Background: an optimization exercise with open tools, aiming at small area, a short achievable clock period and few clock cycles per item. Do not read the settings as production practice. The RTL was checked by simulation tests, not by an equivalence proof against the original design. Power figures rest on the tool's default switching activity, not on a simulated workload.

`flow/constraint.sdc`:
```
create_clock -name core_clock -period 12.5 [get_ports {clk}]
set_input_delay 2.5000 -clock core_clock [delete_from_list [all_inputs] [get_ports {clk}]]
set_output_delay 2.5000 -clock core_clock [all_outputs]
set_load 0.01 [all_outputs]
```
`flow/design.v`:
```
module regn (
    input         clk,
    input         we,
    input  [4:0]  waddr,
    input  [31:0] wdata,
    input  [4:0]  raddr1,
    input  [4:0]  raddr2,
    output [31:0] rdata1,
    output [31:0] rdata2
);
    wire [31:0] wsel;
    dec5to32 wdec(.data_in(waddr), .data_out(wsel));
    reg [31:0] r [1:31];
    integer k;
    always @(posedge clk)
        for (k = 1; k < 32; k = k + 1)
            if (we && wsel[k]) r[k] <= wdata;
    assign rdata1 = (raddr1 == 5'd0) ? 32'd0 : r[raddr1];
    assign rdata2 = (raddr2 == 5'd0) ? 32'd0 : r[raddr2];
endmodule
module alu (
    input  [2:0]  f3,
    input         alt,       
    input         sub,       
    input  [31:0] a,
    input  [31:0] b,
    output [31:0] sum,
    output reg [31:0] result,
    output        taken
);
    wire [32:0] s   = {1'b0, a} + {1'b0, b} + {32'd0, sub};
    assign sum = s[31:0];
    wire        ltu = ~s[32];
    wire        lt  = (a[31] ^ b[31]) ? s[31] : a[31];    
    wire        eq  = &(a ^ b);                           
    wire t = f3[2] ? (f3[1] ? ltu : lt) : eq;
    assign taken = t ^ f3[0];
    wire        left = (f3 == 3'd1);
    wire [31:0] a_rev;
    genvar i;
    generate for (i = 0; i < 32; i = i + 1) begin : rev_in
        assign a_rev[i] = a[31 - i];
    end endgenerate
    wire [31:0] sh_in = left ? a_rev : a;
    wire signed [32:0] sh_x = {alt & a[31], sh_in};
    wire signed [32:0] sh_o = sh_x >>> b[4:0];
    wire [31:0] sh_l;
    generate for (i = 0; i < 32; i = i + 1) begin : rev_out
        assign sh_l[i] = sh_o[31 - i];
    end endgenerate
    always @(*) begin
        case (f3)
            3'd0: result = sum;
            3'd1: result = sh_l;
            3'd2: result = {31'd0, lt};
            3'd3: result = {31'd0, ltu};
            3'd4: result = a ^ b;
            3'd5: result = sh_o[31:0];
            3'd6: result = a | b;
            default: result = a & b;
        endcase
    end
endmodule
module dec5to32(
    input [4:0] data_in,
    output [31:0] data_out
);
assign data_out = 32'd1 << data_in;
endmodule
module LoadStoreUnit (
    input  [31:0] rdata,
    input  [1:0]  off,
    input  [2:0]  funct3,
    output reg [31:0] data_out
);
    wire [7:0]  lb = off[1] ? (off[0] ? rdata[31:24] : rdata[23:16])
                            : (off[0] ? rdata[15:8]  : rdata[7:0]);
    wire [15:0] lh = off[1] ? rdata[31:16] : rdata[15:0];
    always @(*) begin
        case (funct3[1:0])
            2'b00:   data_out = {{24{lb[7]  & ~funct3[2]}}, lb};
            2'b01:   data_out = {{16{lh[15] & ~funct3[2]}}, lh};
            default: data_out = rdata;
        endcase
    end
endmodule
module StoreLanes (
    input  [1:0]  off,
    input  [2:0]  funct3,
    input  [31:0] data_in,
    output reg [3:0]  be,
    output reg [31:0] wdata
);
    always @(*) begin
        case (funct3[1:0])
            2'b00: begin
                be    = 4'b0001 << off;
                wdata = {4{data_in[7:0]}};
            end
            2'b01: begin
                be    = off[1] ? 4'b1100 : 4'b0011;
                wdata = {2{data_in[15:0]}};
            end
            default: begin
                be    = 4'b1111;
                wdata = data_in;
            end
        endcase
    end
endmodule
module RISC_V_Processor_V0(
    input [31:0] command,
    input clk, reset,
    output [31:0] imem_addr,
    output dmem_req,
    output dmem_we,
    output [29:0] dmem_addr,
    output [3:0] dmem_be,
    output [31:0] dmem_wdata,
    input [31:0] dmem_rdata);
    reg  [29:0] pc_f;               
    reg         v_d;
    reg  [31:0] ir_d;
    reg  [29:0] pc_d;
    reg         v_e;
    reg  [31:0] a_e, b_e, x_e;      
    reg  [2:0]  f3_e;
    reg  [2:0]  f3_m_e;             
    reg  [1:0]  off_e;              
    reg         alt_e;              
    reg         sub_e;              
    reg         br_e, jalr_e, link_e, ld_e, wr_e;
    reg  [4:0]  rd_e;
    reg         m_req, m_we;        
    reg  [29:0] m_addr;
    reg  [3:0]  m_be;
    reg         w_en, w_ld;
    reg  [4:0]  w_rd;
    reg  [31:0] w_res;
    reg  [2:0]  w_f3;
    reg  [1:0]  w_off;
    assign imem_addr  = {pc_f, 2'b00};
    assign dmem_req   = m_req;
    assign dmem_we    = m_we;
    assign dmem_addr  = m_addr;
    assign dmem_be    = m_be;
    assign dmem_wdata = x_e;
    wire [31:0] ld_val;
    LoadStoreUnit lsu_ld(.rdata(dmem_rdata), .off(w_off), .funct3(w_f3), .data_out(ld_val));
    wire [31:0] w_val = w_ld ? ld_val : w_res;
    wire [4:0] rs1 = ir_d[19:15];
    wire [4:0] rs2 = ir_d[24:20];
    wire [4:0] rd  = ir_d[11:7];
    wire [31:0] rf_a, rf_b;
    regn RF(.clk(clk), .we(w_en), .waddr(w_rd), .wdata(w_val),
            .raddr1(rs1), .raddr2(rs2), .rdata1(rf_a), .rdata2(rf_b));
    wire [31:0] alu_res, alu_sum;
    wire        alu_taken;
    alu ALU(.f3(f3_e), .alt(alt_e), .sub(sub_e), .a(a_e), .b(b_e),
            .sum(alu_sum), .result(alu_res), .taken(alu_taken));
    wire [31:0] e_val   = link_e ? x_e : alu_res;
    wire        e_wr    = v_e & wr_e;                  
    wire        e_ld    = v_e & ld_e & (rd_e != 5'd0);
    wire        redir_e = v_e & ((br_e & alu_taken) | jalr_e);
    wire [29:0] tgt_e   = jalr_e ? alu_sum[31:2] : x_e[31:2];
    wire [4:0] opc = ir_d[6:2];
    wire [2:0] f3  = ir_d[14:12];
    wire is_lui   = opc == 5'b01101;
    wire is_auipc = opc == 5'b00101;
    wire is_jal   = opc == 5'b11011;
    wire is_jalr  = opc == 5'b11001;
    wire is_br    = opc == 5'b11000;
    wire is_ld    = opc == 5'b00000;
    wire is_st    = opc == 5'b01000;
    wire is_opi   = opc == 5'b00100;
    wire is_op    = opc == 5'b01100;
    wire use1     = ~(is_lui | is_auipc | is_jal);    
    wire use2     = is_op | is_br | is_st;            
    wire wr_d     = is_op | is_opi | is_lui | is_auipc | is_jal | is_jalr;
    wire mem_d    = is_ld | is_st;
    wire [31:0] imm_i = {{21{ir_d[31]}}, ir_d[30:20]};
    wire [31:0] imm_s = {{21{ir_d[31]}}, ir_d[30:25], ir_d[11:7]};
    wire [31:0] imm_b = {{20{ir_d[31]}}, ir_d[7], ir_d[30:25], ir_d[11:8], 1'b0};
    wire [31:0] imm_u = {ir_d[31:12], 12'b0};
    wire [31:0] imm_j = {{12{ir_d[31]}}, ir_d[19:12], ir_d[20], ir_d[30:21], 1'b0};
    wire [29:0] tgt_d   = pc_d + (is_jal ? imm_j[31:2] : imm_b[31:2]);
    wire        redir_d = v_d & is_jal;
    wire e1 = e_wr & (rd_e == rs1);
    wire e2 = e_wr & (rd_e == rs2);
    wire w1 = w_en & (w_rd == rs1);
    wire w2 = w_en & (w_rd == rs2);
    wire [31:0] a_rw  = w1 ? w_val : rf_a;
    wire [31:0] b_rw  = w2 ? w_val : rf_b;
    wire [31:0] a_val = e1 ? e_val : a_rw;
    wire [31:0] b_val = e2 ? e_val : b_rw;
    wire haz_ld   = e_ld & (((rd_e == rs1) & use1) | ((rd_e == rs2) & use2));
    wire haz_base = mem_d & ((e_wr & (rd_e == rs1)) | (w_en & w_ld & (w_rd == rs1)));
    wire stall    = v_d & (haz_ld | haz_base);
    wire [31:0] base   = (w1 & ~w_ld) ? w_res : rf_a;
    wire [31:0] addr_d = base + (is_st ? imm_s : imm_i);
    wire [3:0]  be_d;
    wire [31:0] st_unused;
    StoreLanes lanes(.off(addr_d[1:0]), .funct3(f3), .data_in(32'd0), .be(be_d), .wdata(st_unused));
    wire cmp_d = ((is_op | is_opi) & (f3 == 3'd2 || f3 == 3'd3)) | is_br;
    wire sub_d = (is_op & ir_d[30] & (f3 == 3'd0)) | cmp_d;
    wire rr2   = is_op | is_br;                        
    wire [31:0] a_next = is_lui ? 32'd0 : is_auipc ? {pc_d, 2'b00} : a_val;
    wire [31:0] b_next = (rr2 ? b_val : (is_lui | is_auipc) ? imm_u : imm_i) ^ {32{sub_d}};
    wire [31:0] st_x   = (f3[1:0] == 2'b00) ? {4{b_val[7:0]}} :
                         (f3[1:0] == 2'b01) ? {2{b_val[15:0]}} : b_val;
    wire [31:0] x_next = is_st ? st_x :
                         (is_jal | is_jalr) ? {pc_f, 2'b00} : {tgt_d, 2'b00};
    wire adv = ~redir_e & ~stall;                      
    always @(posedge clk) begin
        if (reset) begin
            pc_f  <= 30'd0;
            v_d   <= 1'b0;
            v_e   <= 1'b0;
            m_req <= 1'b0;
            w_en  <= 1'b0;
        end else begin
            w_en  <= e_wr | e_ld;
            v_e   <= adv & v_d;
            m_req <= adv & v_d & mem_d;
            if (redir_e) begin
                pc_f <= tgt_e;
                v_d  <= 1'b0;
            end else if (!stall) begin
                if (redir_d) begin
                    pc_f <= tgt_d;
                    v_d  <= 1'b0;
                end else begin
                    pc_f <= pc_f + 30'd1;
                    v_d  <= 1'b1;
                end
            end
        end
    end
    always @(posedge clk) begin
        if (!stall) begin
            ir_d <= command;
            pc_d <= pc_f;
        end
    end
    always @(posedge clk) begin
        a_e    <= a_next;
        b_e    <= b_next;
        x_e    <= x_next;
        f3_e   <= (is_op | is_opi | is_br) ? f3 : 3'd0;
        f3_m_e <= f3;
        off_e  <= addr_d[1:0];
        alt_e  <= (is_op | is_opi) & ir_d[30] & (f3 == 3'd5);
        sub_e  <= sub_d;
        br_e   <= is_br;
        jalr_e <= is_jalr;
        link_e <= is_jal | is_jalr;
        ld_e   <= is_ld;
        wr_e   <= wr_d & (rd != 5'd0);
        rd_e   <= rd;
        m_we   <= is_st;
        m_addr <= addr_d[31:2];
        m_be   <= be_d;
        w_ld   <= ld_e;
        w_rd   <= rd_e;
        w_res  <= e_val;
        w_f3   <= f3_m_e;
        w_off  <= off_e;
    end
endmodule
```
`flow/config.mk`:
```
export PLATFORM = sky130hd
export DESIGN_NAME = RISC_V_Processor_V0
export DESIGN_NICKNAME = RISC_V_Processor_V0
export VERILOG_FILES = /design/flow/design.v
export SDC_FILE = /design/flow/constraint.sdc
export NUM_CORES = 4
export LEC_CHECK = 0
export CAP_MARGIN = 30
export CORE_MARGIN = 2
export CORE_UTILIZATION = 50
export SETUP_SLACK_MARGIN = 0.3
export SLEW_MARGIN = 30
```
`flow/run.sh`:
```
#!/bin/bash
# synth_recipe.tcl (not shown) runs the flow's synth.tcl, then flattens the netlist and writes it again
# the make line also repeats each setting of config.mk as NAME=value (left out here)
make -C /OpenROAD-flow-scripts/flow DESIGN_CONFIG=/design/flow/config.mk WORK_HOME=/design/flow/orfs CLKGATE_MAP_FILE= SYNTH_SCRIPT=/design/flow/synth_recipe.tcl finish
```
==> impl_metrics.env <==
export IMPL_cts_sinks=1280
export IMPL_min_to="w_f3[0]"
export IMPL_cts_resized_gates=0
export IMPL_port_buffers=161
export IMPL_finalSetupViolCount=0
export IMPL_ys_ff_latch=1280
export IMPL_wirelength_um=352000
export IMPL_ff2ff_path_depth=22
export IMPL_drtIter0Drc=13000
export IMPL_holdPathStages=0
export IMPL_yosys_area_top_type="edfxtp_1"
export IMPL_ir_worst_vdd_uv=142
export IMPL_yosysSeqAreaShare_pct=54.8
export IMPL_hold_start="f3_m_e[0]"
export IMPL_r2r_end="m_addr[28]"
export IMPL_slew_headroom_pct=19.7
export IMPL_core_area_um2=131000
export IMPL_r2r_slack_ns=5.39
export IMPL_fmax_mhz=141
export IMPL_tightest_slew_ns=1.20
export IMPL_final_cell_mix="edfxtp_1, a22oi_1, nand2_1"
export IMPL_drc=0
export IMPL_antenna_found_initial=17
export IMPL_final_hold_violation_count=0
export IMPL_cts_buffers_inserted=137
export IMPL_final_layout_size_suffix_gt1_share_pct=12.1
export IMPL_synth_area_um2=66000
export IMPL_crit_path_end_kind="flop"
export IMPL_regArea_um2=36200
export IMPL_fin_crit_sh_pct=56.9
export IMPL_clock_latency_ns=0.82
export IMPL_start_util_pct=50.3
export IMPL_rsz0062_at_grt="false"
export IMPL_viasPerCell=7.78
export IMPL_rows=133
export IMPL_p_per_area_nw_per_um2=167
export IMPL_postCtsHoldBufs=0
export IMPL_drv_slew=0
export IMPL_nNetsFinal=6280
export IMPL_clock_skew_final_ns=0.0520
export IMPL_path_max_fanout=32
export IMPL_critPathArrivalTime_ns=7.79
export IMPL_critPathKind="flop to flop"
export IMPL_grt_use_total_pct=50.9
export IMPL_cts_max_path_buffers=3
export IMPL_p_sw_w=0.00409
export IMPL_synthCells=6015
export IMPL_yosys_most_used_dff="edfxtp_1"
export IMPL_p_comb_share_pct=22.4
export IMPL_first_pass_iters=13
export IMPL_final_cells=7968
export IMPL_hp_class="flop to flop"
export IMPL_start_kind="flop"
export IMPL_overflow=0
export IMPL_ys_types=99
export IMPL_wl_per_cell_um=44.2
export IMPL_syn2layout_area_growth_pct=14.5
export IMPL_synth_warnings=38
export IMPL_final_common_cell="edfxtp_1"
export IMPL_p_seq_share_pct=43.0
export IMPL_synth_top_area_share_pct=47.9
export IMPL_grt_pass1_wl_um=474000
export IMPL_switching_share_pct=32.4
export IMPL_p_int_w=0.00855
export IMPL_final_antenna_net_count=0
export IMPL_place_gp_congestion=1.04
export IMPL_maxCapViolCount=0
export IMPL_multiInputGateArea_um2=28600
export IMPL_r2r_start="ir_d[15]"
export IMPL_die_w_um=367
export IMPL_root_buffer="clkbuf_16"
export IMPL_die_area_um2=135000
export IMPL_synthTopCellsByArea="edfxtp_1, a22oi_1, dfxtp_1, a21oi_1, nand2_1"
export IMPL_status="timing/DRC/antenna clean"
export IMPL_n_fill_cell=11000
export IMPL_grt_max_degree=73
export IMPL_hpwl_um=220000
export IMPL_vias=62000
export IMPL_critPathRequiredTime_ns=13.18
export IMPL_synth_async_reset_ratio_pct=0
export IMPL_final_min_clock_period_ns=7.11
export IMPL_syn_mean_instance_area_um2=11.0
export IMPL_cts_tree="done"
export IMPL_clkTransAtPathRegs_ns=0.06
export IMPL_p_total_w=0.0126
export IMPL_post_cts_buffers=0
export IMPL_grt_pass1_vias=57300
export IMPL_io_pins=166
export IMPL_synth_edf_count=1052
export IMPL_tns_ns=0
export IMPL_p_leak_nw=26.3
export IMPL_h_tree_depth=4
export IMPL_dieHeight_um=367
export IMPL_clockPowerShare_pct=34.6
export IMPL_dpl_cell_count=7698
## registers in the layout, summed over array words and instances (netlist names), 2 cells and up
signal  cells
ir_d       30
w_f3        3
rd_e        5
x_e        32
m_addr     30
w_off       2
m_be        4
off_e       2
w_res      32
f3_e        3
RF.r      992
w_rd        5
pc_d       30
b_e        32
pc_f       30
a_e        32
f3_m_e      3
## cell type report
| class | count | area share, % |
|---|---|---|
| tap | 1755 | 2.91 |
| clock buffer | 165 | 4.89 |
| timing repair buffer | 379 | 4.37 |
| clock inverter | 87 | 1.48 |
| sequential | 1280 | 47.9 |
| multi-input combinational | 4164 | 37.8 |
| antenna | 15 | 0.0497 |
| inverter | 123 | 0.613 |
## kinds of logic after synthesis
logic type               share of synthesized area (%)
multiplexers                                      4.14
flip-flops                                        54.8
other                                          0.00568
XOR/XNOR                                          1.83
buffers and inverters                             3.34
adder cells (fa/ha/maj)                           2.49
AND/OR/NAND/NOR                                   11.5
AO/OA/AOI/OAI                                     21.9
## how the worst max path moves through the flow
stage | start | end | slack (ns) | cells past startpoint
detailed placement | ir_d[16] | m_addr[28] | 5.79 | 21
CTS | ir_d[16] | m_addr[28] | 5.78 | 21
finish | ir_d[15] | m_addr[28] | 5.39 | 22
global placement | dmem_rdata[29] | x_e[29] | 5.86 | 10
floorplan | dmem_rdata[15] | x_e[10] | 7.00 | 10
global route | ir_d[17] | m_addr[28] | 5.43 | 20
## power groups by stage
| stage | logic [W] | clock network [W] | registers, W |
|---|---|---|---|
| finish | 0.00283 | 0.00437 | 0.00543 |
| global route | 0.00291 | 0.00452 | 0.00543 |
| CTS | 0.00268 | 0.00435 | 0.00541 |
| detailed placement | 0.00267 | 0 | 0.00550 |
| global placement | 0.00266 | 0 | 0.00550 |
| floorplan | 0.00140 | 0 | 0.00543 |
## critical path: stages (launching register included)
cell,delay [ns]
edfxtp_1,0.36
buf_4,0.32
or3b_2,0.65
nor2_4,0.11
buf_4,0.78
a22oi_1,0.14
nand2_1,0.17
nor3_1,0.07
a21oi_1,0.88
mux2_2,0.31
ha_1,0.18
inv_1,0.07
fa_1,0.45
nor2b_1,0.13
o21a_1,0.15
o21ai_0,0.14
a311o_1,0.43
a211o_1,0.34
a21o_1,0.21
a2111oi_0,0.57
o21a_1,0.18
nor2_1,0.05
xnor2_1,0.25
## layer usage
metal,part of all wire [%],GRT usage (%)
met4,11,42.9
met5,0.080,0.142
met3,15,20.0
met1,32,59.2
met2,41,73.6
## Yosys cell counts, types with 15 or more instances
| library cell | count |
|---|---|
| a2111oi_0 | 17 |
| a211o_1 | 27 |
| a211oi_1 | 98 |
| a21o_1 | 64 |
| a21oi_1 | 439 |
| a221oi_1 | 44 |
| a222oi_1 | 61 |
| a22o_1 | 28 |
| a22oi_1 | 784 |
| a2bb2oi_1 | 15 |
| a31oi_1 | 59 |
| and2_1 | 23 |
| and3_1 | 56 |
| buf_1 | 43 |
| buf_2 | 20 |
| clkbuf_1 | 379 |
| dfxtp_1 | 228 |
| edfxtp_1 | 1052 |
| ha_1 | 125 |
| inv_1 | 115 |
| mux2_2 | 70 |
| mux2i_1 | 109 |
| mux4_2 | 38 |
| nand2_1 | 472 |
| nand2b_1 | 32 |
| nand3_1 | 166 |
| nand3b_1 | 15 |
| nand4_1 | 113 |
| nor2_1 | 422 |
| nor2b_1 | 29 |
| nor3_1 | 153 |
| nor4_1 | 26 |
| o211ai_1 | 34 |
| o21a_1 | 25 |
| o21ai_0 | 177 |
| o21bai_1 | 16 |
| o22ai_1 | 22 |
| o31ai_1 | 19 |
| or3_1 | 35 |
| xnor2_1 | 92 |
| xor2_1 | 46 |
## per-stage QoR
| stage | utilization [%] | hold slack [ns] | worst slack, ns | instance area [um2] |
|---|---|---|---|---|
| after global placement | 53.7 | 0.311 | 5.86 | 70500 |
| after global routing | 57.5 | 0.329 | 5.43 | 75500 |
| final | 57.5 | 0.322 | 5.39 | 75600 |
| after CTS | 57.4 | 0.322 | 5.78 | 75400 |
| after detailed placement | 53.8 | 0.316 | 5.79 | 70600 |
| after floorplan | - | 0.310 | 7.00 | 66000 |
Testbench counts, summed over its fixed seeds: cycles 32,212, instrs 26,400.

-- re-timing with driven ports --
No port has a modelled driver above. Below, the same layout with a new extraction and two added sets of constraints. Step 1: set_driving_cell puts a clkbuf_16 on clk and a buf_2 on each other input, an assumption about the parent block. Step 2 moves the port delays by t, midway between the first and last clock arrival at a register: inputs arrive t later, outputs are due t later. That takes back most of the time a late clock gives input paths. a / b / c = ideal / step 1 / step 2; a / b = the first two.
t (ns): 0.869
setup slack, ns: 5.392 / 5.392 / 5.392
worst hold slack (ns): 0.322 / 0.322 / 0.322
worst setup path at the end: register to register
pins driven straight from the clock port: 1
After both steps setup and hold are still met in this run. For this run, drivers alone change the setup slack by 0.000 ns; drivers and shift together by 0.000 ns.
